Source: an optimization exercise on an open RTL-to-GDS flow (aim: small area, a short achievable clock period and few clock cycles). Production flows keep margins and buffers that such runs may drop.
Function was checked by simulation only, so behaviour that the tests miss may differ from the original.

==> flow/design.v <==
`timescale 1ns / 1ps
module fmultiplier(
    input  wire        clk,
    input  wire        rst,
    input  wire        valid,       
    input  wire [31:0] a,
    input  wire [31:0] b,
    output reg  [31:0] z,
    output reg         out_valid    
);
    function automatic [4:0] lz24(input [23:0] x);
        integer i;
        reg found;
        begin
            lz24 = 5'd24;
            found = 1'b0;
            for (i = 23; i >= 0; i = i - 1)
                if (!found && x[i]) begin
                    lz24 = 5'd23 - i[4:0];
                    found = 1'b1;
                end
        end
    endfunction
    function automatic [4:0] tz24(input [23:0] x);
        integer i;
        reg found;
        begin
            tz24 = 5'd24;
            found = 1'b0;
            for (i = 0; i < 24; i = i + 1)
                if (!found && x[i]) begin
                    tz24 = i[4:0];
                    found = 1'b1;
                end
        end
    endfunction
    wire        sa = a[31], sb = b[31];
    wire [7:0]  ea = a[30:23], eb = b[30:23];
    wire [22:0] fa = a[22:0], fb = b[22:0];
    wire        sz = sa ^ sb;
    wire a_ez = (ea == 8'h00), b_ez = (eb == 8'h00);
    wire a_eo = (ea == 8'hFF), b_eo = (eb == 8'hFF);
    wire a_fz = (fa == 23'd0), b_fz = (fb == 23'd0);
    wire a_nan  = a_eo & ~a_fz, b_nan  = b_eo & ~b_fz;
    wire a_inf  = a_eo &  a_fz, b_inf  = b_eo &  b_fz;
    wire a_zero = a_ez &  a_fz, b_zero = b_ez &  b_fz;
    wire is_nan  = a_nan | b_nan | (a_inf & b_zero) | (b_inf & a_zero);
    wire is_inf  = a_inf | b_inf;
    wire is_zero = a_zero | b_zero;
    wire [23:0] ma = {~a_ez, fa};
    wire [23:0] mb = {~b_ez, fb};
    wire [7:0]  xa = {ea[7:1], ea[0] | a_ez};
    wire [7:0]  xb = {eb[7:1], eb[0] | b_ez};
    wire [47:0] p = ma * mb;
    wire [5:0] lzs = lz24(ma) + lz24(mb);           
    wire [5:0] tzs = tz24(ma) + tz24(mb);           
    wire signed [10:0] e0  = $signed({3'b000, xa}) + $signed({3'b000, xb}) - 11'sd127;
    wire signed [10:0] t1  = 11'sd23 - $signed({5'd0, lzs});
    wire signed [10:0] t2  = 11'sd24 - e0;
    wire signed [10:0] t   = (t1 > t2) ? t1 : t2;   
    wire [5:0]  tsh  = (t > 11'sd63) ? 6'd63 : t[5:0];
    wire signed [10:0] eadj = e0 - 11'sd24 + t;      
    wire        st1  = ({5'd0, tzs} < t);             
    wire        st0  = ({5'd0, tzs} < t - 11'sd1);    
    wire        ovf_hi = (eadj >= 11'sd254);
    wire        ovf_eq = (eadj == 11'sd253);
    wire [7:0]  e_0 = eadj[7:0];
    wire [7:0]  e_1 = eadj[7:0] + 8'd1;
    wire [7:0]  e_2 = eadj[7:0] + 8'd2;
    wire [70:0] x = {p, 23'd0};
    wire [70:0] qx = x >> tsh;
    wire [47:22] q = qx[47:22];
    wire [23:0] m  = q[47] ? q[47:24] : q[46:23];
    wire        g  = q[47] ? q[23] : q[22];
    wire        st = q[47] ? st1 : st0;
    wire [7:0]  ef = q[47] ? e_2 : (q[46] ? e_1 : e_0);
    wire        inc = g & (st | m[0]);
    wire [30:0] pk = {ef, m[22:0]} + {30'd0, inc};
    wire        ovf = ovf_hi | (ovf_eq & q[47]);
    reg [31:0] res;
    always @(*) begin
        if (is_nan)
            res = 32'h7FC0_0000;
        else if (is_inf | ovf)
            res = {sz, 8'hFF, 23'd0};
        else if (is_zero)
            res = {sz, 31'd0};
        else
            res = {sz, pk};
    end
    always @(posedge clk or posedge rst) begin
        if (rst)
            out_valid <= 1'b0;
        else
            out_valid <= valid;
    end
    always @(posedge clk) begin
        z <= res;
    end
endmodule
==> flow/run.sh <==
#!/bin/bash
# synth_recipe.tcl (not shown) runs the flow's synth.tcl, then flattens the netlist and writes it again
# the make line also repeats each setting of config.mk as NAME=value (left out here)
make -C /OpenROAD-flow-scripts/flow DESIGN_CONFIG=/design/flow/config.mk WORK_HOME=/design/flow/orfs CLKGATE_MAP_FILE= SYNTH_SCRIPT=/design/flow/synth_recipe.tcl finish
==> flow/config.mk <==
export PLATFORM = sky130hd
export DESIGN_NAME = fmultiplier
export DESIGN_NICKNAME = fmultiplier
export VERILOG_FILES = /design/flow/design.v
export SDC_FILE = /design/flow/constraint.sdc
export NUM_CORES = 4
export LEC_CHECK = 0
export CAP_MARGIN = 20
export CORE_MARGIN = 2
export CORE_UTILIZATION = 40
export PLACE_DENSITY = 0.6
export SLEW_MARGIN = 20
==> flow/constraint.sdc <==
create_clock -name core_clock -period 10.0 [get_ports {clk}]
set_input_delay 2.0000 -clock core_clock [delete_from_list [all_inputs] [get_ports {clk}]]
set_output_delay 2.0000 -clock core_clock [all_outputs]
set_load 0.01 [all_outputs]
==> impl_results.md, run 1 <==
- Status: complete, but fails checks
- Layout Check Fails: negative setup slack
- Area Overhead vs Synth: 43.83%
- Final Setup Violations: 31
- Post-CTS sizing: 420
- Post-synthesis mux area share: between 1 and 1.5%
- Most frequent cells in the layout: buf_4, inv_1, fa_1, and2_1, nand2_1
- Largest family of logic cells by synthesized area: adder cells
- Number of synthesized flops with an enable pin: 0
- Highest Signal Layer: met4
- Total core area: 74320 sq um
- Nets: 5547
- Filler cells: roughly 6700
- GP Congestion: 1.019
- Top cell by count, worst path: fa_1
- Worst path depth: 37
- Final setup margin: -1.074 ns
- Hpwl dp: 93700 um
- Max FFs per register: 32
- Synth cell types: 111
- Slew @ Worst Pin: 0.9343 ns
- Worst Path Arrival: between 10 and 15 ns
- Post-synth top area cell: fa_1
- Share of flip-flops with an asynchronous set or reset: 3.030%
- Compound-Gate Fraction of Synth Area: 16.99%
- Top reg by flops: z
Testbench counts, summed over its fixed seeds: cycles 16,000.
==> run 2, diff against run 1 <==
==> flow/design.v (replaced) <==
`timescale 1ns / 1ps
module fmultiplier(
    input  wire        clk,
    input  wire        rst,
    input  wire        valid,       
    input  wire [31:0] a,
    input  wire [31:0] b,
    output reg  [31:0] z,
    output reg         out_valid    
);
    function automatic [4:0] lz24(input [23:0] x);
        integer i;
        reg found;
        begin
            lz24 = 5'd24;
            found = 1'b0;
            for (i = 23; i >= 0; i = i - 1)
                if (!found && x[i]) begin
                    lz24 = 5'd23 - i[4:0];
                    found = 1'b1;
                end
        end
    endfunction
    function automatic [4:0] tz24(input [23:0] x);
        integer i;
        reg found;
        begin
            tz24 = 5'd24;
            found = 1'b0;
            for (i = 0; i < 24; i = i + 1)
                if (!found && x[i]) begin
                    tz24 = i[4:0];
                    found = 1'b1;
                end
        end
    endfunction
    wire        sa = a[31], sb = b[31];
    wire [7:0]  ea = a[30:23], eb = b[30:23];
    wire [22:0] fa = a[22:0], fb = b[22:0];
    wire a_ez = (ea == 8'h00), b_ez = (eb == 8'h00);
    wire a_eo = (ea == 8'hFF), b_eo = (eb == 8'hFF);
    wire a_fz = (fa == 23'd0), b_fz = (fb == 23'd0);
    wire a_nan  = a_eo & ~a_fz, b_nan  = b_eo & ~b_fz;
    wire a_inf  = a_eo &  a_fz, b_inf  = b_eo &  b_fz;
    wire a_zero = a_ez &  a_fz, b_zero = b_ez &  b_fz;
    wire is_nan  = a_nan | b_nan | (a_inf & b_zero) | (b_inf & a_zero);
    wire is_inf  = a_inf | b_inf;
    wire is_zero = a_zero | b_zero;
    wire [23:0] ma = {~a_ez, fa};
    wire [23:0] mb = {~b_ez, fb};
    wire [7:0]  xa = {ea[7:1], ea[0] | a_ez};
    wire [7:0]  xb = {eb[7:1], eb[0] | b_ez};
    wire [26:0] yb = {2'b00, mb, 1'b0};
    wire [12:0] bn;               
    wire [24:0] bm0, bm1, bm2, bm3, bm4, bm5, bm6, bm7, bm8, bm9, bm10, bm11, bm12;
    wire [24:0] bmx [0:12];
    genvar gi;
    generate
        for (gi = 0; gi < 13; gi = gi + 1) begin : g_booth
            wire d2 = yb[2*gi+2], d1 = yb[2*gi+1], d0 = yb[2*gi];
            wire one = d1 ^ d0;
            wire two = (d2 & ~d1 & ~d0) | (~d2 & d1 & d0);
            assign bn[gi] = d2 & ~(d1 & d0);
            assign bmx[gi] = (({25{one}} & {1'b0, ma}) | ({25{two}} & {ma, 1'b0})) ^ {25{bn[gi]}};
        end
    endgenerate
    assign bm0 = bmx[0];   assign bm1 = bmx[1];   assign bm2 = bmx[2];
    assign bm3 = bmx[3];   assign bm4 = bmx[4];   assign bm5 = bmx[5];
    assign bm6 = bmx[6];   assign bm7 = bmx[7];   assign bm8 = bmx[8];
    assign bm9 = bmx[9];   assign bm10 = bmx[10]; assign bm11 = bmx[11];
    assign bm12 = bmx[12];
    wire hs0 = bn[1] ^ bm0[2];
    wire hc0 = bn[1] & bm0[2];
    wire hs1 = bm0[3] ^ bm1[1];
    wire hc1 = bm0[3] & bm1[1];
    wire fs0 = bn[2] ^ bm0[4] ^ bm1[2];
    wire fc0 = (bn[2] & bm0[4]) | (bn[2] & bm1[2]) | (bm0[4] & bm1[2]);
    wire hs2 = bm2[0] ^ hc1;
    wire hc2 = bm2[0] & hc1;
    wire fs1 = bm0[5] ^ bm1[3] ^ bm2[1];
    wire fc1 = (bm0[5] & bm1[3]) | (bm0[5] & bm2[1]) | (bm1[3] & bm2[1]);
    wire hs3 = fc0 ^ fs1;
    wire hc3 = fc0 & fs1;
    wire fs2 = bn[3] ^ bm0[6] ^ bm1[4];
    wire fc2 = (bn[3] & bm0[6]) | (bn[3] & bm1[4]) | (bm0[6] & bm1[4]);
    wire fs3 = bm2[2] ^ bm3[0] ^ fc1;
    wire fc3 = (bm2[2] & bm3[0]) | (bm2[2] & fc1) | (bm3[0] & fc1);
    wire hs4 = fs2 ^ hc3;
    wire hc4 = fs2 & hc3;
    wire fs4 = bm0[7] ^ bm1[5] ^ bm2[3];
    wire fc4 = (bm0[7] & bm1[5]) | (bm0[7] & bm2[3]) | (bm1[5] & bm2[3]);
    wire fs5 = bm3[1] ^ fc2 ^ fs4;
    wire fc5 = (bm3[1] & fc2) | (bm3[1] & fs4) | (fc2 & fs4);
    wire hs5 = fc3 ^ fs5;
    wire hc5 = fc3 & fs5;
    wire fs6 = bn[4] ^ bm0[8] ^ bm1[6];
    wire fc6 = (bn[4] & bm0[8]) | (bn[4] & bm1[6]) | (bm0[8] & bm1[6]);
    wire fs7 = bm2[4] ^ bm3[2] ^ bm4[0];
    wire fc7 = (bm2[4] & bm3[2]) | (bm2[4] & bm4[0]) | (bm3[2] & bm4[0]);
    wire fs8 = fc4 ^ fs6 ^ fs7;
    wire fc8 = (fc4 & fs6) | (fc4 & fs7) | (fs6 & fs7);
    wire hs6 = fc5 ^ fs8;
    wire hc6 = fc5 & fs8;
    wire fs9 = bm0[9] ^ bm1[7] ^ bm2[5];
    wire fc9 = (bm0[9] & bm1[7]) | (bm0[9] & bm2[5]) | (bm1[7] & bm2[5]);
    wire fs10 = bm3[3] ^ bm4[1] ^ fc6;
    wire fc10 = (bm3[3] & bm4[1]) | (bm3[3] & fc6) | (bm4[1] & fc6);
    wire fs11 = fc7 ^ fs9 ^ fc8;
    wire fc11 = (fc7 & fs9) | (fc7 & fc8) | (fs9 & fc8);
    wire hs7 = fs10 ^ hc6;
    wire hc7 = fs10 & hc6;
    wire fs12 = bn[5] ^ bm0[10] ^ bm1[8];
    wire fc12 = (bn[5] & bm0[10]) | (bn[5] & bm1[8]) | (bm0[10] & bm1[8]);
    wire fs13 = bm2[6] ^ bm3[4] ^ bm4[2];
    wire fc13 = (bm2[6] & bm3[4]) | (bm2[6] & bm4[2]) | (bm3[4] & bm4[2]);
    wire fs14 = bm5[0] ^ fc9 ^ fs12;
    wire fc14 = (bm5[0] & fc9) | (bm5[0] & fs12) | (fc9 & fs12);
    wire fs15 = fs13 ^ fc10 ^ fs14;
    wire fc15 = (fs13 & fc10) | (fs13 & fs14) | (fc10 & fs14);
    wire hs8 = fc11 ^ fs15;
    wire hc8 = fc11 & fs15;
    wire fs16 = bm0[11] ^ bm1[9] ^ bm2[7];
    wire fc16 = (bm0[11] & bm1[9]) | (bm0[11] & bm2[7]) | (bm1[9] & bm2[7]);
    wire fs17 = bm3[5] ^ bm4[3] ^ bm5[1];
    wire fc17 = (bm3[5] & bm4[3]) | (bm3[5] & bm5[1]) | (bm4[3] & bm5[1]);
    wire fs18 = fc12 ^ fc13 ^ fs16;
    wire fc18 = (fc12 & fc13) | (fc12 & fs16) | (fc13 & fs16);
    wire fs19 = fs17 ^ fc14 ^ fs18;
    wire fc19 = (fs17 & fc14) | (fs17 & fs18) | (fc14 & fs18);
    wire hs9 = fc15 ^ fs19;
    wire hc9 = fc15 & fs19;
    wire fs20 = bn[6] ^ bm0[12] ^ bm1[10];
    wire fc20 = (bn[6] & bm0[12]) | (bn[6] & bm1[10]) | (bm0[12] & bm1[10]);
    wire fs21 = bm2[8] ^ bm3[6] ^ bm4[4];
    wire fc21 = (bm2[8] & bm3[6]) | (bm2[8] & bm4[4]) | (bm3[6] & bm4[4]);
    wire fs22 = bm5[2] ^ bm6[0] ^ fc16;
    wire fc22 = (bm5[2] & bm6[0]) | (bm5[2] & fc16) | (bm6[0] & fc16);
    wire fs23 = fc17 ^ fs20 ^ fs21;
    wire fc23 = (fc17 & fs20) | (fc17 & fs21) | (fs20 & fs21);
    wire fs24 = fc18 ^ fs22 ^ fs23;
    wire fc24 = (fc18 & fs22) | (fc18 & fs23) | (fs22 & fs23);
    wire hs10 = fc19 ^ fs24;
    wire hc10 = fc19 & fs24;
    wire fs25 = bm0[13] ^ bm1[11] ^ bm2[9];
    wire fc25 = (bm0[13] & bm1[11]) | (bm0[13] & bm2[9]) | (bm1[11] & bm2[9]);
    wire fs26 = bm3[7] ^ bm4[5] ^ bm5[3];
    wire fc26 = (bm3[7] & bm4[5]) | (bm3[7] & bm5[3]) | (bm4[5] & bm5[3]);
    wire fs27 = bm6[1] ^ fc20 ^ fc21;
    wire fc27 = (bm6[1] & fc20) | (bm6[1] & fc21) | (fc20 & fc21);
    wire fs28 = fs25 ^ fs26 ^ fc22;
    wire fc28 = (fs25 & fs26) | (fs25 & fc22) | (fs26 & fc22);
    wire fs29 = fc23 ^ fs27 ^ fs28;
    wire fc29 = (fc23 & fs27) | (fc23 & fs28) | (fs27 & fs28);
    wire hs11 = fc24 ^ hc10;
    wire hc11 = fc24 & hc10;
    wire fs30 = bn[7] ^ bm0[14] ^ bm1[12];
    wire fc30 = (bn[7] & bm0[14]) | (bn[7] & bm1[12]) | (bm0[14] & bm1[12]);
    wire fs31 = bm2[10] ^ bm3[8] ^ bm4[6];
    wire fc31 = (bm2[10] & bm3[8]) | (bm2[10] & bm4[6]) | (bm3[8] & bm4[6]);
    wire fs32 = bm5[4] ^ bm6[2] ^ bm7[0];
    wire fc32 = (bm5[4] & bm6[2]) | (bm5[4] & bm7[0]) | (bm6[2] & bm7[0]);
    wire fs33 = fc25 ^ fc26 ^ fs30;
    wire fc33 = (fc25 & fc26) | (fc25 & fs30) | (fc26 & fs30);
    wire fs34 = fs31 ^ fs32 ^ fc27;
    wire fc34 = (fs31 & fs32) | (fs31 & fc27) | (fs32 & fc27);
    wire fs35 = fs33 ^ fc28 ^ fs34;
    wire fc35 = (fs33 & fc28) | (fs33 & fs34) | (fc28 & fs34);
    wire hs12 = fc29 ^ fs35;
    wire hc12 = fc29 & fs35;
    wire fs36 = bm0[15] ^ bm1[13] ^ bm2[11];
    wire fc36 = (bm0[15] & bm1[13]) | (bm0[15] & bm2[11]) | (bm1[13] & bm2[11]);
    wire fs37 = bm3[9] ^ bm4[7] ^ bm5[5];
    wire fc37 = (bm3[9] & bm4[7]) | (bm3[9] & bm5[5]) | (bm4[7] & bm5[5]);
    wire fs38 = bm6[3] ^ bm7[1] ^ fc30;
    wire fc38 = (bm6[3] & bm7[1]) | (bm6[3] & fc30) | (bm7[1] & fc30);
    wire fs39 = fc31 ^ fc32 ^ fs36;
    wire fc39 = (fc31 & fc32) | (fc31 & fs36) | (fc32 & fs36);
    wire fs40 = fs37 ^ fc33 ^ fs38;
    wire fc40 = (fs37 & fc33) | (fs37 & fs38) | (fc33 & fs38);
    wire fs41 = fs39 ^ fc34 ^ fs40;
    wire fc41 = (fs39 & fc34) | (fs39 & fs40) | (fc34 & fs40);
    wire hs13 = fc35 ^ fs41;
    wire hc13 = fc35 & fs41;
    wire fs42 = bn[8] ^ bm0[16] ^ bm1[14];
    wire fc42 = (bn[8] & bm0[16]) | (bn[8] & bm1[14]) | (bm0[16] & bm1[14]);
    wire fs43 = bm2[12] ^ bm3[10] ^ bm4[8];
    wire fc43 = (bm2[12] & bm3[10]) | (bm2[12] & bm4[8]) | (bm3[10] & bm4[8]);
    wire fs44 = bm5[6] ^ bm6[4] ^ bm7[2];
    wire fc44 = (bm5[6] & bm6[4]) | (bm5[6] & bm7[2]) | (bm6[4] & bm7[2]);
    wire fs45 = bm8[0] ^ fc36 ^ fc37;
    wire fc45 = (bm8[0] & fc36) | (bm8[0] & fc37) | (fc36 & fc37);
    wire fs46 = fs42 ^ fs43 ^ fs44;
    wire fc46 = (fs42 & fs43) | (fs42 & fs44) | (fs43 & fs44);
    wire fs47 = fc38 ^ fc39 ^ fs45;
    wire fc47 = (fc38 & fc39) | (fc38 & fs45) | (fc39 & fs45);
    wire fs48 = fs46 ^ fc40 ^ fs47;
    wire fc48 = (fs46 & fc40) | (fs46 & fs47) | (fc40 & fs47);
    wire hs14 = fc41 ^ fs48;
    wire hc14 = fc41 & fs48;
    wire fs49 = bm0[17] ^ bm1[15] ^ bm2[13];
    wire fc49 = (bm0[17] & bm1[15]) | (bm0[17] & bm2[13]) | (bm1[15] & bm2[13]);
    wire fs50 = bm3[11] ^ bm4[9] ^ bm5[7];
    wire fc50 = (bm3[11] & bm4[9]) | (bm3[11] & bm5[7]) | (bm4[9] & bm5[7]);
    wire fs51 = bm6[5] ^ bm7[3] ^ bm8[1];
    wire fc51 = (bm6[5] & bm7[3]) | (bm6[5] & bm8[1]) | (bm7[3] & bm8[1]);
    wire fs52 = fc42 ^ fc43 ^ fc44;
    wire fc52 = (fc42 & fc43) | (fc42 & fc44) | (fc43 & fc44);
    wire fs53 = fs49 ^ fs50 ^ fs51;
    wire fc53 = (fs49 & fs50) | (fs49 & fs51) | (fs50 & fs51);
    wire fs54 = fc45 ^ fc46 ^ fs52;
    wire fc54 = (fc45 & fc46) | (fc45 & fs52) | (fc46 & fs52);
    wire fs55 = fs53 ^ fc47 ^ fs54;
    wire fc55 = (fs53 & fc47) | (fs53 & fs54) | (fc47 & fs54);
    wire hs15 = fc48 ^ fs55;
    wire hc15 = fc48 & fs55;
    wire fs56 = bn[9] ^ bm0[18] ^ bm1[16];
    wire fc56 = (bn[9] & bm0[18]) | (bn[9] & bm1[16]) | (bm0[18] & bm1[16]);
    wire fs57 = bm2[14] ^ bm3[12] ^ bm4[10];
    wire fc57 = (bm2[14] & bm3[12]) | (bm2[14] & bm4[10]) | (bm3[12] & bm4[10]);
    wire fs58 = bm5[8] ^ bm6[6] ^ bm7[4];
    wire fc58 = (bm5[8] & bm6[6]) | (bm5[8] & bm7[4]) | (bm6[6] & bm7[4]);
    wire fs59 = bm8[2] ^ bm9[0] ^ fc49;
    wire fc59 = (bm8[2] & bm9[0]) | (bm8[2] & fc49) | (bm9[0] & fc49);
    wire fs60 = fc50 ^ fc51 ^ fs56;
    wire fc60 = (fc50 & fc51) | (fc50 & fs56) | (fc51 & fs56);
    wire fs61 = fs57 ^ fs58 ^ fc52;
    wire fc61 = (fs57 & fs58) | (fs57 & fc52) | (fs58 & fc52);
    wire fs62 = fc53 ^ fs59 ^ fs60;
    wire fc62 = (fc53 & fs59) | (fc53 & fs60) | (fs59 & fs60);
    wire fs63 = fc54 ^ fs61 ^ fs62;
    wire fc63 = (fc54 & fs61) | (fc54 & fs62) | (fs61 & fs62);
    wire hs16 = fc55 ^ fs63;
    wire hc16 = fc55 & fs63;
    wire fs64 = bm0[19] ^ bm1[17] ^ bm2[15];
    wire fc64 = (bm0[19] & bm1[17]) | (bm0[19] & bm2[15]) | (bm1[17] & bm2[15]);
    wire fs65 = bm3[13] ^ bm4[11] ^ bm5[9];
    wire fc65 = (bm3[13] & bm4[11]) | (bm3[13] & bm5[9]) | (bm4[11] & bm5[9]);
    wire fs66 = bm6[7] ^ bm7[5] ^ bm8[3];
    wire fc66 = (bm6[7] & bm7[5]) | (bm6[7] & bm8[3]) | (bm7[5] & bm8[3]);
    wire fs67 = bm9[1] ^ fc56 ^ fc57;
    wire fc67 = (bm9[1] & fc56) | (bm9[1] & fc57) | (fc56 & fc57);
    wire fs68 = fc58 ^ fs64 ^ fs65;
    wire fc68 = (fc58 & fs64) | (fc58 & fs65) | (fs64 & fs65);
    wire fs69 = fs66 ^ fc59 ^ fc60;
    wire fc69 = (fs66 & fc59) | (fs66 & fc60) | (fc59 & fc60);
    wire fs70 = fs67 ^ fs68 ^ fc61;
    wire fc70 = (fs67 & fs68) | (fs67 & fc61) | (fs68 & fc61);
    wire fs71 = fc62 ^ fs69 ^ fs70;
    wire fc71 = (fc62 & fs69) | (fc62 & fs70) | (fs69 & fs70);
    wire hs17 = fc63 ^ hc16;
    wire hc17 = fc63 & hc16;
    wire fs72 = bn[10] ^ bm0[20] ^ bm1[18];
    wire fc72 = (bn[10] & bm0[20]) | (bn[10] & bm1[18]) | (bm0[20] & bm1[18]);
    wire fs73 = bm2[16] ^ bm3[14] ^ bm4[12];
    wire fc73 = (bm2[16] & bm3[14]) | (bm2[16] & bm4[12]) | (bm3[14] & bm4[12]);
    wire fs74 = bm5[10] ^ bm6[8] ^ bm7[6];
    wire fc74 = (bm5[10] & bm6[8]) | (bm5[10] & bm7[6]) | (bm6[8] & bm7[6]);
    wire fs75 = bm8[4] ^ bm9[2] ^ bm10[0];
    wire fc75 = (bm8[4] & bm9[2]) | (bm8[4] & bm10[0]) | (bm9[2] & bm10[0]);
    wire fs76 = fc64 ^ fc65 ^ fc66;
    wire fc76 = (fc64 & fc65) | (fc64 & fc66) | (fc65 & fc66);
    wire fs77 = fs72 ^ fs73 ^ fs74;
    wire fc77 = (fs72 & fs73) | (fs72 & fs74) | (fs73 & fs74);
    wire fs78 = fs75 ^ fc67 ^ fc68;
    wire fc78 = (fs75 & fc67) | (fs75 & fc68) | (fc67 & fc68);
    wire fs79 = fs76 ^ fs77 ^ fc69;
    wire fc79 = (fs76 & fs77) | (fs76 & fc69) | (fs77 & fc69);
    wire fs80 = fs78 ^ fc70 ^ fs79;
    wire fc80 = (fs78 & fc70) | (fs78 & fs79) | (fc70 & fs79);
    wire hs18 = fc71 ^ fs80;
    wire hc18 = fc71 & fs80;
    wire fs81 = bm0[21] ^ bm1[19] ^ bm2[17];
    wire fc81 = (bm0[21] & bm1[19]) | (bm0[21] & bm2[17]) | (bm1[19] & bm2[17]);
    wire fs82 = bm3[15] ^ bm4[13] ^ bm5[11];
    wire fc82 = (bm3[15] & bm4[13]) | (bm3[15] & bm5[11]) | (bm4[13] & bm5[11]);
    wire fs83 = bm6[9] ^ bm7[7] ^ bm8[5];
    wire fc83 = (bm6[9] & bm7[7]) | (bm6[9] & bm8[5]) | (bm7[7] & bm8[5]);
    wire fs84 = bm9[3] ^ bm10[1] ^ fc72;
    wire fc84 = (bm9[3] & bm10[1]) | (bm9[3] & fc72) | (bm10[1] & fc72);
    wire fs85 = fc73 ^ fc74 ^ fc75;
    wire fc85 = (fc73 & fc74) | (fc73 & fc75) | (fc74 & fc75);
    wire fs86 = fs81 ^ fs82 ^ fs83;
    wire fc86 = (fs81 & fs82) | (fs81 & fs83) | (fs82 & fs83);
    wire fs87 = fc76 ^ fc77 ^ fs84;
    wire fc87 = (fc76 & fc77) | (fc76 & fs84) | (fc77 & fs84);
    wire fs88 = fs85 ^ fs86 ^ fc78;
    wire fc88 = (fs85 & fs86) | (fs85 & fc78) | (fs86 & fc78);
    wire fs89 = fs87 ^ fc79 ^ fs88;
    wire fc89 = (fs87 & fc79) | (fs87 & fs88) | (fc79 & fs88);
    wire hs19 = fc80 ^ fs89;
    wire hc19 = fc80 & fs89;
    wire fs90 = bn[11] ^ bm0[22] ^ bm1[20];
    wire fc90 = (bn[11] & bm0[22]) | (bn[11] & bm1[20]) | (bm0[22] & bm1[20]);
    wire fs91 = bm2[18] ^ bm3[16] ^ bm4[14];
    wire fc91 = (bm2[18] & bm3[16]) | (bm2[18] & bm4[14]) | (bm3[16] & bm4[14]);
    wire fs92 = bm5[12] ^ bm6[10] ^ bm7[8];
    wire fc92 = (bm5[12] & bm6[10]) | (bm5[12] & bm7[8]) | (bm6[10] & bm7[8]);
    wire fs93 = bm8[6] ^ bm9[4] ^ bm10[2];
    wire fc93 = (bm8[6] & bm9[4]) | (bm8[6] & bm10[2]) | (bm9[4] & bm10[2]);
    wire fs94 = bm11[0] ^ fc81 ^ fc82;
    wire fc94 = (bm11[0] & fc81) | (bm11[0] & fc82) | (fc81 & fc82);
    wire fs95 = fc83 ^ fs90 ^ fs91;
    wire fc95 = (fc83 & fs90) | (fc83 & fs91) | (fs90 & fs91);
    wire fs96 = fs92 ^ fs93 ^ fc84;
    wire fc96 = (fs92 & fs93) | (fs92 & fc84) | (fs93 & fc84);
    wire fs97 = fc85 ^ fc86 ^ fs94;
    wire fc97 = (fc85 & fc86) | (fc85 & fs94) | (fc86 & fs94);
    wire fs98 = fs95 ^ fc87 ^ fs96;
    wire fc98 = (fs95 & fc87) | (fs95 & fs96) | (fc87 & fs96);
    wire fs99 = fs97 ^ fc88 ^ fs98;
    wire fc99 = (fs97 & fc88) | (fs97 & fs98) | (fc88 & fs98);
    wire hs20 = fc89 ^ fs99;
    wire hc20 = fc89 & fs99;
    wire fs100 = bm0[23] ^ bm1[21] ^ bm2[19];
    wire fc100 = (bm0[23] & bm1[21]) | (bm0[23] & bm2[19]) | (bm1[21] & bm2[19]);
    wire fs101 = bm3[17] ^ bm4[15] ^ bm5[13];
    wire fc101 = (bm3[17] & bm4[15]) | (bm3[17] & bm5[13]) | (bm4[15] & bm5[13]);
    wire fs102 = bm6[11] ^ bm7[9] ^ bm8[7];
    wire fc102 = (bm6[11] & bm7[9]) | (bm6[11] & bm8[7]) | (bm7[9] & bm8[7]);
    wire fs103 = bm9[5] ^ bm10[3] ^ bm11[1];
    wire fc103 = (bm9[5] & bm10[3]) | (bm9[5] & bm11[1]) | (bm10[3] & bm11[1]);
    wire fs104 = fc90 ^ fc91 ^ fc92;
    wire fc104 = (fc90 & fc91) | (fc90 & fc92) | (fc91 & fc92);
    wire fs105 = fc93 ^ fs100 ^ fs101;
    wire fc105 = (fc93 & fs100) | (fc93 & fs101) | (fs100 & fs101);
    wire fs106 = fs102 ^ fs103 ^ fc94;
    wire fc106 = (fs102 & fs103) | (fs102 & fc94) | (fs103 & fc94);
    wire fs107 = fc95 ^ fs104 ^ fs105;
    wire fc107 = (fc95 & fs104) | (fc95 & fs105) | (fs104 & fs105);
    wire fs108 = fc96 ^ fc97 ^ fs106;
    wire fc108 = (fc96 & fc97) | (fc96 & fs106) | (fc97 & fs106);
    wire fs109 = fs107 ^ fc98 ^ fs108;
    wire fc109 = (fs107 & fc98) | (fs107 & fs108) | (fc98 & fs108);
    wire hs21 = fc99 ^ fs109;
    wire hc21 = fc99 & fs109;
    wire fs110 = bn[12] ^ bm0[24] ^ bm1[22];
    wire fc110 = (bn[12] & bm0[24]) | (bn[12] & bm1[22]) | (bm0[24] & bm1[22]);
    wire fs111 = bm2[20] ^ bm3[18] ^ bm4[16];
    wire fc111 = (bm2[20] & bm3[18]) | (bm2[20] & bm4[16]) | (bm3[18] & bm4[16]);
    wire fs112 = bm5[14] ^ bm6[12] ^ bm7[10];
    wire fc112 = (bm5[14] & bm6[12]) | (bm5[14] & bm7[10]) | (bm6[12] & bm7[10]);
    wire fs113 = bm8[8] ^ bm9[6] ^ bm10[4];
    wire fc113 = (bm8[8] & bm9[6]) | (bm8[8] & bm10[4]) | (bm9[6] & bm10[4]);
    wire fs114 = bm11[2] ^ bm12[0] ^ fc100;
    wire fc114 = (bm11[2] & bm12[0]) | (bm11[2] & fc100) | (bm12[0] & fc100);
    wire fs115 = fc101 ^ fc102 ^ fc103;
    wire fc115 = (fc101 & fc102) | (fc101 & fc103) | (fc102 & fc103);
    wire fs116 = fs110 ^ fs111 ^ fs112;
    wire fc116 = (fs110 & fs111) | (fs110 & fs112) | (fs111 & fs112);
    wire fs117 = fs113 ^ fc104 ^ fc105;
    wire fc117 = (fs113 & fc104) | (fs113 & fc105) | (fc104 & fc105);
    wire fs118 = fs114 ^ fs115 ^ fs116;
    wire fc118 = (fs114 & fs115) | (fs114 & fs116) | (fs115 & fs116);
    wire fs119 = fc106 ^ fc107 ^ fs117;
    wire fc119 = (fc106 & fc107) | (fc106 & fs117) | (fc107 & fs117);
    wire fs120 = fs118 ^ fc108 ^ fs119;
    wire fc120 = (fs118 & fc108) | (fs118 & fs119) | (fc108 & fs119);
    wire hs22 = fc109 ^ fs120;
    wire hc22 = fc109 & fs120;
    wire fs121 = 1'b1 ^ ~bn[0] ^ bm1[23];
    wire fc121 = (1'b1 & ~bn[0]) | (1'b1 & bm1[23]) | (~bn[0] & bm1[23]);
    wire fs122 = bm2[21] ^ bm3[19] ^ bm4[17];
    wire fc122 = (bm2[21] & bm3[19]) | (bm2[21] & bm4[17]) | (bm3[19] & bm4[17]);
    wire fs123 = bm5[15] ^ bm6[13] ^ bm7[11];
    wire fc123 = (bm5[15] & bm6[13]) | (bm5[15] & bm7[11]) | (bm6[13] & bm7[11]);
    wire fs124 = bm8[9] ^ bm9[7] ^ bm10[5];
    wire fc124 = (bm8[9] & bm9[7]) | (bm8[9] & bm10[5]) | (bm9[7] & bm10[5]);
    wire fs125 = bm11[3] ^ bm12[1] ^ fc110;
    wire fc125 = (bm11[3] & bm12[1]) | (bm11[3] & fc110) | (bm12[1] & fc110);
    wire fs126 = fc111 ^ fc112 ^ fc113;
    wire fc126 = (fc111 & fc112) | (fc111 & fc113) | (fc112 & fc113);
    wire fs127 = fs121 ^ fs122 ^ fs123;
    wire fc127 = (fs121 & fs122) | (fs121 & fs123) | (fs122 & fs123);
    wire fs128 = fs124 ^ fc114 ^ fc115;
    wire fc128 = (fs124 & fc114) | (fs124 & fc115) | (fc114 & fc115);
    wire fs129 = fc116 ^ fs125 ^ fs126;
    wire fc129 = (fc116 & fs125) | (fc116 & fs126) | (fs125 & fs126);
    wire fs130 = fs127 ^ fc117 ^ fs128;
    wire fc130 = (fs127 & fc117) | (fs127 & fs128) | (fc117 & fs128);
    wire fs131 = fc118 ^ fs129 ^ fs130;
    wire fc131 = (fc118 & fs129) | (fc118 & fs130) | (fs129 & fs130);
    wire fs132 = fc119 ^ fs131 ^ fc120;
    wire fc132 = (fc119 & fs131) | (fc119 & fc120) | (fs131 & fc120);
    wire fs133 = 1'b1 ^ bm1[24] ^ bm2[22];
    wire fc133 = (1'b1 & bm1[24]) | (1'b1 & bm2[22]) | (bm1[24] & bm2[22]);
    wire fs134 = bm3[20] ^ bm4[18] ^ bm5[16];
    wire fc134 = (bm3[20] & bm4[18]) | (bm3[20] & bm5[16]) | (bm4[18] & bm5[16]);
    wire fs135 = bm6[14] ^ bm7[12] ^ bm8[10];
    wire fc135 = (bm6[14] & bm7[12]) | (bm6[14] & bm8[10]) | (bm7[12] & bm8[10]);
    wire fs136 = bm9[8] ^ bm10[6] ^ bm11[4];
    wire fc136 = (bm9[8] & bm10[6]) | (bm9[8] & bm11[4]) | (bm10[6] & bm11[4]);
    wire fs137 = bm12[2] ^ fc121 ^ fc122;
    wire fc137 = (bm12[2] & fc121) | (bm12[2] & fc122) | (fc121 & fc122);
    wire fs138 = fc123 ^ fc124 ^ fs133;
    wire fc138 = (fc123 & fc124) | (fc123 & fs133) | (fc124 & fs133);
    wire fs139 = fs134 ^ fs135 ^ fs136;
    wire fc139 = (fs134 & fs135) | (fs134 & fs136) | (fs135 & fs136);
    wire fs140 = fc125 ^ fc126 ^ fc127;
    wire fc140 = (fc125 & fc126) | (fc125 & fc127) | (fc126 & fc127);
    wire fs141 = fs137 ^ fs138 ^ fs139;
    wire fc141 = (fs137 & fs138) | (fs137 & fs139) | (fs138 & fs139);
    wire fs142 = fc128 ^ fc129 ^ fs140;
    wire fc142 = (fc128 & fc129) | (fc128 & fs140) | (fc129 & fs140);
    wire fs143 = fs141 ^ fc130 ^ fs142;
    wire fc143 = (fs141 & fc130) | (fs141 & fs142) | (fc130 & fs142);
    wire hs23 = fc131 ^ fs143;
    wire hc23 = fc131 & fs143;
    wire fs144 = ~bn[1] ^ bm2[23] ^ bm3[21];
    wire fc144 = (~bn[1] & bm2[23]) | (~bn[1] & bm3[21]) | (bm2[23] & bm3[21]);
    wire fs145 = bm4[19] ^ bm5[17] ^ bm6[15];
    wire fc145 = (bm4[19] & bm5[17]) | (bm4[19] & bm6[15]) | (bm5[17] & bm6[15]);
    wire fs146 = bm7[13] ^ bm8[11] ^ bm9[9];
    wire fc146 = (bm7[13] & bm8[11]) | (bm7[13] & bm9[9]) | (bm8[11] & bm9[9]);
    wire fs147 = bm10[7] ^ bm11[5] ^ bm12[3];
    wire fc147 = (bm10[7] & bm11[5]) | (bm10[7] & bm12[3]) | (bm11[5] & bm12[3]);
    wire fs148 = fc133 ^ fc134 ^ fc135;
    wire fc148 = (fc133 & fc134) | (fc133 & fc135) | (fc134 & fc135);
    wire fs149 = fc136 ^ fs144 ^ fs145;
    wire fc149 = (fc136 & fs144) | (fc136 & fs145) | (fs144 & fs145);
    wire fs150 = fs146 ^ fs147 ^ fc137;
    wire fc150 = (fs146 & fs147) | (fs146 & fc137) | (fs147 & fc137);
    wire fs151 = fc138 ^ fc139 ^ fs148;
    wire fc151 = (fc138 & fc139) | (fc138 & fs148) | (fc139 & fs148);
    wire fs152 = fs149 ^ fc140 ^ fs150;
    wire fc152 = (fs149 & fc140) | (fs149 & fs150) | (fc140 & fs150);
    wire fs153 = fc141 ^ fs151 ^ fs152;
    wire fc153 = (fc141 & fs151) | (fc141 & fs152) | (fs151 & fs152);
    wire fs154 = fc142 ^ fs153 ^ fc143;
    wire fc154 = (fc142 & fs153) | (fc142 & fc143) | (fs153 & fc143);
    wire fs155 = 1'b1 ^ bm2[24] ^ bm3[22];
    wire fc155 = (1'b1 & bm2[24]) | (1'b1 & bm3[22]) | (bm2[24] & bm3[22]);
    wire fs156 = bm4[20] ^ bm5[18] ^ bm6[16];
    wire fc156 = (bm4[20] & bm5[18]) | (bm4[20] & bm6[16]) | (bm5[18] & bm6[16]);
    wire fs157 = bm7[14] ^ bm8[12] ^ bm9[10];
    wire fc157 = (bm7[14] & bm8[12]) | (bm7[14] & bm9[10]) | (bm8[12] & bm9[10]);
    wire fs158 = bm10[8] ^ bm11[6] ^ bm12[4];
    wire fc158 = (bm10[8] & bm11[6]) | (bm10[8] & bm12[4]) | (bm11[6] & bm12[4]);
    wire fs159 = fc144 ^ fc145 ^ fc146;
    wire fc159 = (fc144 & fc145) | (fc144 & fc146) | (fc145 & fc146);
    wire fs160 = fc147 ^ fs155 ^ fs156;
    wire fc160 = (fc147 & fs155) | (fc147 & fs156) | (fs155 & fs156);
    wire fs161 = fs157 ^ fs158 ^ fc148;
    wire fc161 = (fs157 & fs158) | (fs157 & fc148) | (fs158 & fc148);
    wire fs162 = fc149 ^ fs159 ^ fs160;
    wire fc162 = (fc149 & fs159) | (fc149 & fs160) | (fs159 & fs160);
    wire fs163 = fc150 ^ fc151 ^ fs161;
    wire fc163 = (fc150 & fc151) | (fc150 & fs161) | (fc151 & fs161);
    wire fs164 = fs162 ^ fc152 ^ fs163;
    wire fc164 = (fs162 & fc152) | (fs162 & fs163) | (fc152 & fs163);
    wire hs24 = fc153 ^ fs164;
    wire hc24 = fc153 & fs164;
    wire fs165 = ~bn[2] ^ bm3[23] ^ bm4[21];
    wire fc165 = (~bn[2] & bm3[23]) | (~bn[2] & bm4[21]) | (bm3[23] & bm4[21]);
    wire fs166 = bm5[19] ^ bm6[17] ^ bm7[15];
    wire fc166 = (bm5[19] & bm6[17]) | (bm5[19] & bm7[15]) | (bm6[17] & bm7[15]);
    wire fs167 = bm8[13] ^ bm9[11] ^ bm10[9];
    wire fc167 = (bm8[13] & bm9[11]) | (bm8[13] & bm10[9]) | (bm9[11] & bm10[9]);
    wire fs168 = bm11[7] ^ bm12[5] ^ fc155;
    wire fc168 = (bm11[7] & bm12[5]) | (bm11[7] & fc155) | (bm12[5] & fc155);
    wire fs169 = fc156 ^ fc157 ^ fc158;
    wire fc169 = (fc156 & fc157) | (fc156 & fc158) | (fc157 & fc158);
    wire fs170 = fs165 ^ fs166 ^ fs167;
    wire fc170 = (fs165 & fs166) | (fs165 & fs167) | (fs166 & fs167);
    wire fs171 = fc159 ^ fc160 ^ fs168;
    wire fc171 = (fc159 & fc160) | (fc159 & fs168) | (fc160 & fs168);
    wire fs172 = fs169 ^ fs170 ^ fc161;
    wire fc172 = (fs169 & fs170) | (fs169 & fc161) | (fs170 & fc161);
    wire fs173 = fc162 ^ fs171 ^ fc163;
    wire fc173 = (fc162 & fs171) | (fc162 & fc163) | (fs171 & fc163);
    wire fs174 = fs172 ^ fc164 ^ fs173;
    wire fc174 = (fs172 & fc164) | (fs172 & fs173) | (fc164 & fs173);
    wire fs175 = 1'b1 ^ bm3[24] ^ bm4[22];
    wire fc175 = (1'b1 & bm3[24]) | (1'b1 & bm4[22]) | (bm3[24] & bm4[22]);
    wire fs176 = bm5[20] ^ bm6[18] ^ bm7[16];
    wire fc176 = (bm5[20] & bm6[18]) | (bm5[20] & bm7[16]) | (bm6[18] & bm7[16]);
    wire fs177 = bm8[14] ^ bm9[12] ^ bm10[10];
    wire fc177 = (bm8[14] & bm9[12]) | (bm8[14] & bm10[10]) | (bm9[12] & bm10[10]);
    wire fs178 = bm11[8] ^ bm12[6] ^ fc165;
    wire fc178 = (bm11[8] & bm12[6]) | (bm11[8] & fc165) | (bm12[6] & fc165);
    wire fs179 = fc166 ^ fc167 ^ fs175;
    wire fc179 = (fc166 & fc167) | (fc166 & fs175) | (fc167 & fs175);
    wire fs180 = fs176 ^ fs177 ^ fc168;
    wire fc180 = (fs176 & fs177) | (fs176 & fc168) | (fs177 & fc168);
    wire fs181 = fc169 ^ fc170 ^ fs178;
    wire fc181 = (fc169 & fc170) | (fc169 & fs178) | (fc170 & fs178);
    wire fs182 = fs179 ^ fc171 ^ fs180;
    wire fc182 = (fs179 & fc171) | (fs179 & fs180) | (fc171 & fs180);
    wire fs183 = fs181 ^ fc172 ^ fs182;
    wire fc183 = (fs181 & fc172) | (fs181 & fs182) | (fc172 & fs182);
    wire hs25 = fc173 ^ fs183;
    wire hc25 = fc173 & fs183;
    wire fs184 = ~bn[3] ^ bm4[23] ^ bm5[21];
    wire fc184 = (~bn[3] & bm4[23]) | (~bn[3] & bm5[21]) | (bm4[23] & bm5[21]);
    wire fs185 = bm6[19] ^ bm7[17] ^ bm8[15];
    wire fc185 = (bm6[19] & bm7[17]) | (bm6[19] & bm8[15]) | (bm7[17] & bm8[15]);
    wire fs186 = bm9[13] ^ bm10[11] ^ bm11[9];
    wire fc186 = (bm9[13] & bm10[11]) | (bm9[13] & bm11[9]) | (bm10[11] & bm11[9]);
    wire fs187 = bm12[7] ^ fc175 ^ fc176;
    wire fc187 = (bm12[7] & fc175) | (bm12[7] & fc176) | (fc175 & fc176);
    wire fs188 = fc177 ^ fs184 ^ fs185;
    wire fc188 = (fc177 & fs184) | (fc177 & fs185) | (fs184 & fs185);
    wire fs189 = fs186 ^ fc178 ^ fc179;
    wire fc189 = (fs186 & fc178) | (fs186 & fc179) | (fc178 & fc179);
    wire fs190 = fs187 ^ fs188 ^ fc180;
    wire fc190 = (fs187 & fs188) | (fs187 & fc180) | (fs188 & fc180);
    wire fs191 = fc181 ^ fs189 ^ fc182;
    wire fc191 = (fc181 & fs189) | (fc181 & fc182) | (fs189 & fc182);
    wire fs192 = fs190 ^ fc183 ^ fs191;
    wire fc192 = (fs190 & fc183) | (fs190 & fs191) | (fc183 & fs191);
    wire fs193 = 1'b1 ^ bm4[24] ^ bm5[22];
    wire fc193 = (1'b1 & bm4[24]) | (1'b1 & bm5[22]) | (bm4[24] & bm5[22]);
    wire fs194 = bm6[20] ^ bm7[18] ^ bm8[16];
    wire fc194 = (bm6[20] & bm7[18]) | (bm6[20] & bm8[16]) | (bm7[18] & bm8[16]);
    wire fs195 = bm9[14] ^ bm10[12] ^ bm11[10];
    wire fc195 = (bm9[14] & bm10[12]) | (bm9[14] & bm11[10]) | (bm10[12] & bm11[10]);
    wire fs196 = bm12[8] ^ fc184 ^ fc185;
    wire fc196 = (bm12[8] & fc184) | (bm12[8] & fc185) | (fc184 & fc185);
    wire fs197 = fc186 ^ fs193 ^ fs194;
    wire fc197 = (fc186 & fs193) | (fc186 & fs194) | (fs193 & fs194);
    wire fs198 = fs195 ^ fc187 ^ fc188;
    wire fc198 = (fs195 & fc187) | (fs195 & fc188) | (fc187 & fc188);
    wire fs199 = fs196 ^ fs197 ^ fc189;
    wire fc199 = (fs196 & fs197) | (fs196 & fc189) | (fs197 & fc189);
    wire fs200 = fs198 ^ fc190 ^ fs199;
    wire fc200 = (fs198 & fc190) | (fs198 & fs199) | (fc190 & fs199);
    wire hs26 = fc191 ^ fs200;
    wire hc26 = fc191 & fs200;
    wire fs201 = ~bn[4] ^ bm5[23] ^ bm6[21];
    wire fc201 = (~bn[4] & bm5[23]) | (~bn[4] & bm6[21]) | (bm5[23] & bm6[21]);
    wire fs202 = bm7[19] ^ bm8[17] ^ bm9[15];
    wire fc202 = (bm7[19] & bm8[17]) | (bm7[19] & bm9[15]) | (bm8[17] & bm9[15]);
    wire fs203 = bm10[13] ^ bm11[11] ^ bm12[9];
    wire fc203 = (bm10[13] & bm11[11]) | (bm10[13] & bm12[9]) | (bm11[11] & bm12[9]);
    wire fs204 = fc193 ^ fc194 ^ fc195;
    wire fc204 = (fc193 & fc194) | (fc193 & fc195) | (fc194 & fc195);
    wire fs205 = fs201 ^ fs202 ^ fs203;
    wire fc205 = (fs201 & fs202) | (fs201 & fs203) | (fs202 & fs203);
    wire fs206 = fc196 ^ fc197 ^ fs204;
    wire fc206 = (fc196 & fc197) | (fc196 & fs204) | (fc197 & fs204);
    wire fs207 = fs205 ^ fc198 ^ fs206;
    wire fc207 = (fs205 & fc198) | (fs205 & fs206) | (fc198 & fs206);
    wire fs208 = fc199 ^ fs207 ^ fc200;
    wire fc208 = (fc199 & fs207) | (fc199 & fc200) | (fs207 & fc200);
    wire fs209 = 1'b1 ^ bm5[24] ^ bm6[22];
    wire fc209 = (1'b1 & bm5[24]) | (1'b1 & bm6[22]) | (bm5[24] & bm6[22]);
    wire fs210 = bm7[20] ^ bm8[18] ^ bm9[16];
    wire fc210 = (bm7[20] & bm8[18]) | (bm7[20] & bm9[16]) | (bm8[18] & bm9[16]);
    wire fs211 = bm10[14] ^ bm11[12] ^ bm12[10];
    wire fc211 = (bm10[14] & bm11[12]) | (bm10[14] & bm12[10]) | (bm11[12] & bm12[10]);
    wire fs212 = fc201 ^ fc202 ^ fc203;
    wire fc212 = (fc201 & fc202) | (fc201 & fc203) | (fc202 & fc203);
    wire fs213 = fs209 ^ fs210 ^ fs211;
    wire fc213 = (fs209 & fs210) | (fs209 & fs211) | (fs210 & fs211);
    wire fs214 = fc204 ^ fc205 ^ fs212;
    wire fc214 = (fc204 & fc205) | (fc204 & fs212) | (fc205 & fs212);
    wire fs215 = fs213 ^ fc206 ^ fs214;
    wire fc215 = (fs213 & fc206) | (fs213 & fs214) | (fc206 & fs214);
    wire hs27 = fc207 ^ fs215;
    wire hc27 = fc207 & fs215;
    wire fs216 = ~bn[5] ^ bm6[23] ^ bm7[21];
    wire fc216 = (~bn[5] & bm6[23]) | (~bn[5] & bm7[21]) | (bm6[23] & bm7[21]);
    wire fs217 = bm8[19] ^ bm9[17] ^ bm10[15];
    wire fc217 = (bm8[19] & bm9[17]) | (bm8[19] & bm10[15]) | (bm9[17] & bm10[15]);
    wire fs218 = bm11[13] ^ bm12[11] ^ fc209;
    wire fc218 = (bm11[13] & bm12[11]) | (bm11[13] & fc209) | (bm12[11] & fc209);
    wire fs219 = fc210 ^ fc211 ^ fs216;
    wire fc219 = (fc210 & fc211) | (fc210 & fs216) | (fc211 & fs216);
    wire fs220 = fs217 ^ fc212 ^ fc213;
    wire fc220 = (fs217 & fc212) | (fs217 & fc213) | (fc212 & fc213);
    wire fs221 = fs218 ^ fs219 ^ fc214;
    wire fc221 = (fs218 & fs219) | (fs218 & fc214) | (fs219 & fc214);
    wire fs222 = fs220 ^ fs221 ^ fc215;
    wire fc222 = (fs220 & fs221) | (fs220 & fc215) | (fs221 & fc215);
    wire fs223 = 1'b1 ^ bm6[24] ^ bm7[22];
    wire fc223 = (1'b1 & bm6[24]) | (1'b1 & bm7[22]) | (bm6[24] & bm7[22]);
    wire fs224 = bm8[20] ^ bm9[18] ^ bm10[16];
    wire fc224 = (bm8[20] & bm9[18]) | (bm8[20] & bm10[16]) | (bm9[18] & bm10[16]);
    wire fs225 = bm11[14] ^ bm12[12] ^ fc216;
    wire fc225 = (bm11[14] & bm12[12]) | (bm11[14] & fc216) | (bm12[12] & fc216);
    wire fs226 = fc217 ^ fs223 ^ fs224;
    wire fc226 = (fc217 & fs223) | (fc217 & fs224) | (fs223 & fs224);
    wire fs227 = fc218 ^ fc219 ^ fs225;
    wire fc227 = (fc218 & fc219) | (fc218 & fs225) | (fc219 & fs225);
    wire fs228 = fs226 ^ fc220 ^ fs227;
    wire fc228 = (fs226 & fc220) | (fs226 & fs227) | (fc220 & fs227);
    wire hs28 = fc221 ^ fs228;
    wire hc28 = fc221 & fs228;
    wire fs229 = ~bn[6] ^ bm7[23] ^ bm8[21];
    wire fc229 = (~bn[6] & bm7[23]) | (~bn[6] & bm8[21]) | (bm7[23] & bm8[21]);
    wire fs230 = bm9[19] ^ bm10[17] ^ bm11[15];
    wire fc230 = (bm9[19] & bm10[17]) | (bm9[19] & bm11[15]) | (bm10[17] & bm11[15]);
    wire fs231 = bm12[13] ^ fc223 ^ fc224;
    wire fc231 = (bm12[13] & fc223) | (bm12[13] & fc224) | (fc223 & fc224);
    wire fs232 = fs229 ^ fs230 ^ fc225;
    wire fc232 = (fs229 & fs230) | (fs229 & fc225) | (fs230 & fc225);
    wire fs233 = fc226 ^ fs231 ^ fc227;
    wire fc233 = (fc226 & fs231) | (fc226 & fc227) | (fs231 & fc227);
    wire fs234 = fs232 ^ fs233 ^ fc228;
    wire fc234 = (fs232 & fs233) | (fs232 & fc228) | (fs233 & fc228);
    wire fs235 = 1'b1 ^ bm7[24] ^ bm8[22];
    wire fc235 = (1'b1 & bm7[24]) | (1'b1 & bm8[22]) | (bm7[24] & bm8[22]);
    wire fs236 = bm9[20] ^ bm10[18] ^ bm11[16];
    wire fc236 = (bm9[20] & bm10[18]) | (bm9[20] & bm11[16]) | (bm10[18] & bm11[16]);
    wire fs237 = bm12[14] ^ fc229 ^ fc230;
    wire fc237 = (bm12[14] & fc229) | (bm12[14] & fc230) | (fc229 & fc230);
    wire fs238 = fs235 ^ fs236 ^ fc231;
    wire fc238 = (fs235 & fs236) | (fs235 & fc231) | (fs236 & fc231);
    wire fs239 = fs237 ^ fc232 ^ fs238;
    wire fc239 = (fs237 & fc232) | (fs237 & fs238) | (fc232 & fs238);
    wire hs29 = fc233 ^ fs239;
    wire hc29 = fc233 & fs239;
    wire fs240 = ~bn[7] ^ bm8[23] ^ bm9[21];
    wire fc240 = (~bn[7] & bm8[23]) | (~bn[7] & bm9[21]) | (bm8[23] & bm9[21]);
    wire fs241 = bm10[19] ^ bm11[17] ^ bm12[15];
    wire fc241 = (bm10[19] & bm11[17]) | (bm10[19] & bm12[15]) | (bm11[17] & bm12[15]);
    wire fs242 = fc235 ^ fc236 ^ fs240;
    wire fc242 = (fc235 & fc236) | (fc235 & fs240) | (fc236 & fs240);
    wire fs243 = fs241 ^ fc237 ^ fs242;
    wire fc243 = (fs241 & fc237) | (fs241 & fs242) | (fc237 & fs242);
    wire fs244 = fc238 ^ fs243 ^ fc239;
    wire fc244 = (fc238 & fs243) | (fc238 & fc239) | (fs243 & fc239);
    wire fs245 = 1'b1 ^ bm8[24] ^ bm9[22];
    wire fc245 = (1'b1 & bm8[24]) | (1'b1 & bm9[22]) | (bm8[24] & bm9[22]);
    wire fs246 = bm10[20] ^ bm11[18] ^ bm12[16];
    wire fc246 = (bm10[20] & bm11[18]) | (bm10[20] & bm12[16]) | (bm11[18] & bm12[16]);
    wire fs247 = fc240 ^ fc241 ^ fs245;
    wire fc247 = (fc240 & fc241) | (fc240 & fs245) | (fc241 & fs245);
    wire fs248 = fs246 ^ fc242 ^ fs247;
    wire fc248 = (fs246 & fc242) | (fs246 & fs247) | (fc242 & fs247);
    wire hs30 = fc243 ^ fs248;
    wire hc30 = fc243 & fs248;
    wire fs249 = ~bn[8] ^ bm9[23] ^ bm10[21];
    wire fc249 = (~bn[8] & bm9[23]) | (~bn[8] & bm10[21]) | (bm9[23] & bm10[21]);
    wire fs250 = bm11[19] ^ bm12[17] ^ fc245;
    wire fc250 = (bm11[19] & bm12[17]) | (bm11[19] & fc245) | (bm12[17] & fc245);
    wire fs251 = fc246 ^ fs249 ^ fc247;
    wire fc251 = (fc246 & fs249) | (fc246 & fc247) | (fs249 & fc247);
    wire fs252 = fs250 ^ fc248 ^ fs251;
    wire fc252 = (fs250 & fc248) | (fs250 & fs251) | (fc248 & fs251);
    wire fs253 = 1'b1 ^ bm9[24] ^ bm10[22];
    wire fc253 = (1'b1 & bm9[24]) | (1'b1 & bm10[22]) | (bm9[24] & bm10[22]);
    wire fs254 = bm11[20] ^ bm12[18] ^ fc249;
    wire fc254 = (bm11[20] & bm12[18]) | (bm11[20] & fc249) | (bm12[18] & fc249);
    wire fs255 = fs253 ^ fc250 ^ fs254;
    wire fc255 = (fs253 & fc250) | (fs253 & fs254) | (fc250 & fs254);
    wire hs31 = fc251 ^ fs255;
    wire hc31 = fc251 & fs255;
    wire fs256 = ~bn[9] ^ bm10[23] ^ bm11[21];
    wire fc256 = (~bn[9] & bm10[23]) | (~bn[9] & bm11[21]) | (bm10[23] & bm11[21]);
    wire fs257 = bm12[19] ^ fc253 ^ fs256;
    wire fc257 = (bm12[19] & fc253) | (bm12[19] & fs256) | (fc253 & fs256);
    wire fs258 = fc254 ^ fs257 ^ fc255;
    wire fc258 = (fc254 & fs257) | (fc254 & fc255) | (fs257 & fc255);
    wire fs259 = 1'b1 ^ bm10[24] ^ bm11[22];
    wire fc259 = (1'b1 & bm10[24]) | (1'b1 & bm11[22]) | (bm10[24] & bm11[22]);
    wire fs260 = bm12[20] ^ fc256 ^ fs259;
    wire fc260 = (bm12[20] & fc256) | (bm12[20] & fs259) | (fc256 & fs259);
    wire hs32 = fc257 ^ fs260;
    wire hc32 = fc257 & fs260;
    wire fs261 = ~bn[10] ^ bm11[23] ^ bm12[21];
    wire fc261 = (~bn[10] & bm11[23]) | (~bn[10] & bm12[21]) | (bm11[23] & bm12[21]);
    wire fs262 = fc259 ^ fs261 ^ fc260;
    wire fc262 = (fc259 & fs261) | (fc259 & fc260) | (fs261 & fc260);
    wire fs263 = 1'b1 ^ bm11[24] ^ bm12[22];
    wire fc263 = (1'b1 & bm11[24]) | (1'b1 & bm12[22]) | (bm11[24] & bm12[22]);
    wire hs33 = fc261 ^ fs263;
    wire hc33 = fc261 & fs263;
    wire fs264 = ~bn[11] ^ bm12[23] ^ fc263;
    wire fc264 = (~bn[11] & bm12[23]) | (~bn[11] & fc263) | (bm12[23] & fc263);
    wire [47:0] s_row = {hc33, hs33, hc32, hs32, hc31, hs31, hc30, hs30, hc29, hs29, hc28, hs28, hc27, hs27, hc26, hs26, hc25, hs25, hc24, hs24, hc23, hs23, hc22, hc21, hc20, hc19, hc18, hc17, fs71, hc15, hc14, hc13, hc12, hc11, fs29, hc9, hc8, hc7, fs11, hc5, hc4, fs3, hc2, fs0, hc0, bm1[0], bm0[1], bn[0]};
    wire [47:0] c_row = {fs264, fc262, fs262, fc258, fs258, fc252, fs252, fc244, fs244, fc234, fs234, fc222, fs222, fc208, fs208, fc192, fs192, fc174, fs174, fc154, fs154, fc132, fs132, hs22, hs21, hs20, hs19, hs18, hs17, hs16, hs15, hs14, hs13, hs12, hs11, hs10, hs9, hs8, hs7, hs6, hs5, hs4, hs3, hs2, hs1, hs0, 1'b0, bm0[0]};
    wire [23:0] mn  = a_ez ? ma : mb;
    wire [4:0]  lzs = lz24(mn);                     
    wire [5:0]  tzs = tz24(ma) + tz24(mb);          
    wire [8:0]  xs  = {1'b0, xa} + {1'b0, xb};
    wire signed [10:0] u  = $signed({2'b00, xs}) - $signed({6'd0, lzs}) - 11'sd128;
    wire        nrm = ~u[10];                       
    wire [4:0]  t1  = 5'd23 - lzs;                  
    wire signed [10:0] t2 = 11'sd151 - $signed({2'b00, xs});    
    wire [5:0]  t2c = (t2 > 11'sd63) ? 6'd63 : t2[5:0];
    wire [5:0]  tsh = nrm ? {1'b0, t1} : t2c;       
    wire [7:0]  e_0 = nrm ? u[7:0] : 8'd0;          
    wire [5:0]  tzl = tzs + {1'b0, lzs};
    wire        st1 = nrm ? (tzl < 6'd23) : ($signed({5'd0, tzs}) < t2);
    wire        st0 = nrm ? (tzl < 6'd22) : ($signed({5'd0, tzs}) + 11'sd1 < t2);
    wire        ovf_hi = nrm & (u >= 11'sd254);
    wire        ovf_eq = nrm & (u == 11'sd253);
    reg [47:0] r_s, r_c;
    reg [5:0]  r_tsh;
    reg [7:0]  r_e0;
    reg        r_st1, r_st0, r_ovh, r_ove, r_sz, r_nan, r_inf, r_zero;
    always @(posedge clk) begin
        r_s    <= s_row;
        r_c    <= c_row;
        r_tsh  <= tsh;
        r_e0   <= e_0;
        r_st1  <= st1;
        r_st0  <= st0;
        r_ovh  <= ovf_hi & ~is_zero;
        r_ove  <= ovf_eq & ~is_zero;
        r_sz   <= sa ^ sb;
        r_nan  <= is_nan;
        r_inf  <= is_inf;
        r_zero <= is_zero;
    end
    always @(posedge clk or posedge rst) begin
        if (rst)
            out_valid <= 1'b0;
        else
            out_valid <= valid;
    end
    wire [47:0] p = r_s + r_c;
    wire [70:0] x  = {p, 23'd0};
    wire [70:0] qx = x >> r_tsh;
    wire [47:22] q = qx[47:22];
    wire [7:0]  e_1 = r_e0 + 8'd1;
    wire [7:0]  e_2 = r_e0 + 8'd2;
    wire [23:0] m  = q[47] ? q[47:24] : q[46:23];
    wire        g  = q[47] ? q[23] : q[22];
    wire        st = q[47] ? r_st1 : r_st0;
    wire [7:0]  ef = q[47] ? e_2 : (q[46] ? e_1 : r_e0);
    wire        inc = g & (st | m[0]);
    wire [30:0] pk0 = {ef, m[22:0]};
    wire [30:0] pk1 = pk0 + 31'd1;
    wire [30:0] pk  = inc ? pk1 : pk0;
    wire        ovf = r_ovh | (r_ove & q[47]);
    always @(*) begin
        if (r_nan)
            z = 32'h7FC0_0000;
        else if (r_inf | ovf)
            z = {r_sz, 8'hFF, 23'd0};
        else if (r_zero)
            z = {r_sz, 31'd0};
        else
            z = {r_sz, pk};
    end
endmodule
==> run 2 against run 1 <==
Effect of this change:
- the run now finishes clean
- die area shrank 8.2%
- sequential cell count grew 85
- wire length shrank 4.1%
- final cell count shrank 24%
- non-clock buffer count shrank 982
==> impl_results.md, run 2 <==
- CTS H-tree lvls: 4 (was 2)
- First-pass GRT wire length: 169500 um (was 182800 um)
- Setup repair bufs after CTS: 0 (was 61)
- Cell area after layout: 29940 sq um (was 43170 sq um)
- DR pass1 iterations: 6 (unchanged)
- Total grt overflow: 0 (unchanged)
- Hpwl dp: 81620 um (was 93700 um)
- TritonCTS clock tree: done (unchanged)
- Post-synthesis area per instance: 7.832 sq um (was 7.917 sq um)
- Vias in the first global route: 27650 (was 32920)
- DRC viols: 0 (unchanged)
- Top cells by count, synth: inv_1, a22oi_1, fa_1 (was inv_1, fa_1, and2_1)
- Share of flip-flops with an asynchronous set or reset: 0.8475% (was 3.030%)
- Area Overhead vs Synth: 8.783% (was 43.83%)
- Final min period: 9.402 ns (was 11.07 ns)
- Met2 GRT Util: 47.85% (was 49.63%)
- Total core area: 68350 sq um (was 74320 sq um)
- Mapped Cells: 3514 (was 3791)
- Top post-synthesis cells by area: fa_1, dfxtp_1, a22oi_1 (was fa_1, ha_1, and2_1)
- Status: no timing/DRC/antenna violations (was complete, but fails checks)
- Antenna fix cells: 0 (unchanged)
- Most frequent cells in the layout: inv_1, a22oi_1, fa_1, nand2_1, nor2_1 (was buf_4, inv_1, fa_1, and2_1, nand2_1)
- Number of synthesized flops with an enable pin: 0 (unchanged)
- CP required: 8.00 ns (was 10.21 ns)
- Final Hold Viols: 0 (unchanged)
- Max FFs per register: 48 (was 32)
- Slew Viols, Final: 0 (unchanged)
- Bufs on Longest Clock Path: 2 (unchanged)
- Synth cell types: 106 (was 111)
- GR Util All Layers: 30.91% (was 29.82%)
- Max-cap violations: 0 (unchanged)
- TNS Setup: 0 ns (was -20.85 ns)
- Clock slew at reported path FFs: 0.06 ns (about the same)
- Count leader, synth: inv_1 (unchanged)
- Biggest regs: r_s: 48 flops, r_c: 47 flops, r_e0: 8 flops (was z: 32 flops, out_valid: 1 flops)
- RSZ-0062 raised after global routing: no (was yes)
- Fraction of layout instances using a drive strength above 1: 6.742% (was 33.07%)
- Die area: 70920 sq um (was 77240 sq um)
- I/O pin total: 100 (unchanged)
- Nets: 3911 (was 5547)
- Gr busiest metal: met2 (unchanged)
- Most common cell after layout, fill and taps aside: inv_1 (was buf_4)
- Synthesized area: 27520 sq um (was 30010 sq um)
- Crit. Startpoint: r_s[26]$_DFF_P_ (was a[12])
- Max Clk Rate: 0.1064 GHz (was 0.09030 GHz)
- Final Setup Violations: 0 (was 31)
- Total CTS buffers: 17 (was 5)
- Worst Path Arrival: 7.40 ns (was 11.28 ns)
- Area of the multi-input gates: 23010 sq um (was 28610 sq um)
- Grt met1 use: 40.63% (was 41.04%)
- TritonCTS sink count: 118 (was 33)
- Post-DR vias/cell: 6.416 (was 5.550)
- Crit. End Element: primary output (was flip-flop)
- Post-synth top flop: dfxtp_1 (unchanged)
- Initial Util: 40.27% (was 40.38%)
- End of the critical path: z[15] (was z[30]$_SDFF_PP1_)
- Nature of the critical path startpoint: flip-flop (was input port)
- Worst Hold Class: input port to async pin (unchanged)
- Number of DRC markers in iteration 0: 3018 (was 2357)
- Area share of the largest cell type after synthesis: 18.55% (was 32.42%)
- Via count: 27830 (was 31710)
- Post-DP Area: 29310 sq um (was 39340 sq um)
- GP Congestion: 1.021 (was 1.019)
- Sequential area share after synthesis: 8.601% (was 2.218%)
- Fin crit share: 94.02% (was 110.7%)
- Mapped Nets: 3982 (was 4594)
- Non-Filler Instances: 4338 (was 5714)
- Final wirelength: 111000 um (was 115800 um)
- Core Rows: 96 (was 100)
- DIE WIDTH: 266.3 um (was 277.9 um)
- Routed WL per cell: 25.58 um (was 20.26 um)
- Largest net degree at the start of global routing: 59 (was 46)
- Post-synthesis register bit count: 118 (was 33)
- Die height: 266.3 um (was 277.9 um)
- Slew margin rel.: 18.08% (was 36.90%)
- Number of synthesis warnings: 1 (unchanged)
- Post-synth top area cell: fa_1 (unchanged)
- Worst-path maximum fanout: 16 (was 10)
- Clock root buffer: clkbuf_16 (unchanged)
- Filler cells: 6957 (was 6728)
- Top reg by flops: r_s (was z)
- ANT nets after route: 0 (unchanged)
- Final hold slack: 1.703 ns (was 1.831 ns)
- FF/Latch Area: 2370 sq um (was 665.6 sq um)
- Setup CP Type: flip-flop to primary output (was input port to flip-flop)
- Initial antenna violation count: 0 (unchanged)
- Slew @ Worst Pin: 1.229 ns (was 0.9343 ns)
- Port bufs: 99 (unchanged)
- Inst Count DP: 4306 (was 5584)
- Grt met3 use: 5.555% (was 2.038%)
-- run 2: worst min path at each step --
stage	from	endpoint	slack, ns	depth (start not counted)
finish	rst	out_valid$_DFF_PP0_	1.70	2
global route	rst	out_valid$_DFF_PP0_	1.71	2
global placement	rst	out_valid$_DFF_PP0_	2.14	2
CTS	rst	out_valid$_DFF_PP0_	1.68	2
floorplan	rst	out_valid$_DFF_PP0_	1.73	1
detailed placement	rst	out_valid$_DFF_PP0_	2.15	2
-- run 2: what timing repair did --
item,4_1_cts,5_1_grt
resized for setup,0,2
hold buffers,0,0
setup endpoints to repair,0,11
-- run 2: cell families after synthesis --
| kind of cell | count (synthesis) | synth area share (%) |
|---|---|---|
| AOI/OAI and AO/OA | 1009 | 25.89 |
| xor gates and xnor gates | 383 | 12.22 |
| adders and majority gates | 401 | 25.19 |
| buffers and inverters | 596 | 8.328 |
| DFF | 118 | 8.601 |
| muxes | 61 | 2.737 |
| and+or+nand+nor | 946 | 17.04 |
-- run 2: per-stage QoR --
step,worst slack [ns],utilization [%]
2_1_floorplan,2.352,-
3_3_place_gp,1.047,42.88
3_5_place_dp,0.9133,42.88
4_1_cts,0.4468,43.79
5_1_grt,0.01876,43.81
6_report,0.5982,43.81
-- run 2: per-layer routing --
metal,vias up,wire length (um)
met5,-,0
li1,12400,-
met1,13430,45520
met2,1633,48350
met3,371,10350
met4,0,6770
-- run 2: critical path, stage by stage, from the launching register on --
cell and delay, ns:
dfxtp_1 0.30, ha_1 0.61, nand4_1 0.26, or4_4 0.61
a21oi_2 0.42, nor3_2 0.20, nor2_1 0.34, o221ai_1 0.20
a2111oi_2 0.30, or4b_1 0.57, o221a_4 0.34, nor3b_1 0.16
nor3_2 0.60, nand3_1 0.60, nor4_1 0.50, mux2i_1 0.14
a211oi_1 0.25, clkdlybuf4s50_1 0.58
-- run 2: final cells by class --
class	count	share of cell area (%)
Timing Repair Buffer	192	5.558
Tap cell	882	3.686
Sequential cell	118	7.915
Multi-Input combinational cell	2800	76.84
Clock inverter	11	0.4931
Inverter	314	3.937
Clock buffer	21	1.571
Testbench counts of run 2, summed over its fixed seeds: cycles 16,000.

==> re-timing with driven ports <==
The flow's constraints put no driver on any port. The routed layouts listed below were extracted and timed again, unchanged, in two steps. Step 1 assumes that a clkbuf_16 drives the clock port and a buf_2 every other input. Step 2, shift: input delay + t, output delay - t, t = (earliest + latest rising clock arrival at the registers) / 2. This alone moves slack from input paths to output paths. Three values: ideal, step 1, step 2; two values: the first two.
run | t, ns | setup WS [ns] | worst slew at a driven data input, ns
run 1 | 0.328 | -1.074 / -1.064 / -1.392 | 0.05
run 2 | 0.465 | 0.598 / 0.550 / 0.965 | 0.04
For run 1, which loses most, drivers alone change the setup slack by +0.010 ns; drivers and shift together by -0.318 ns.
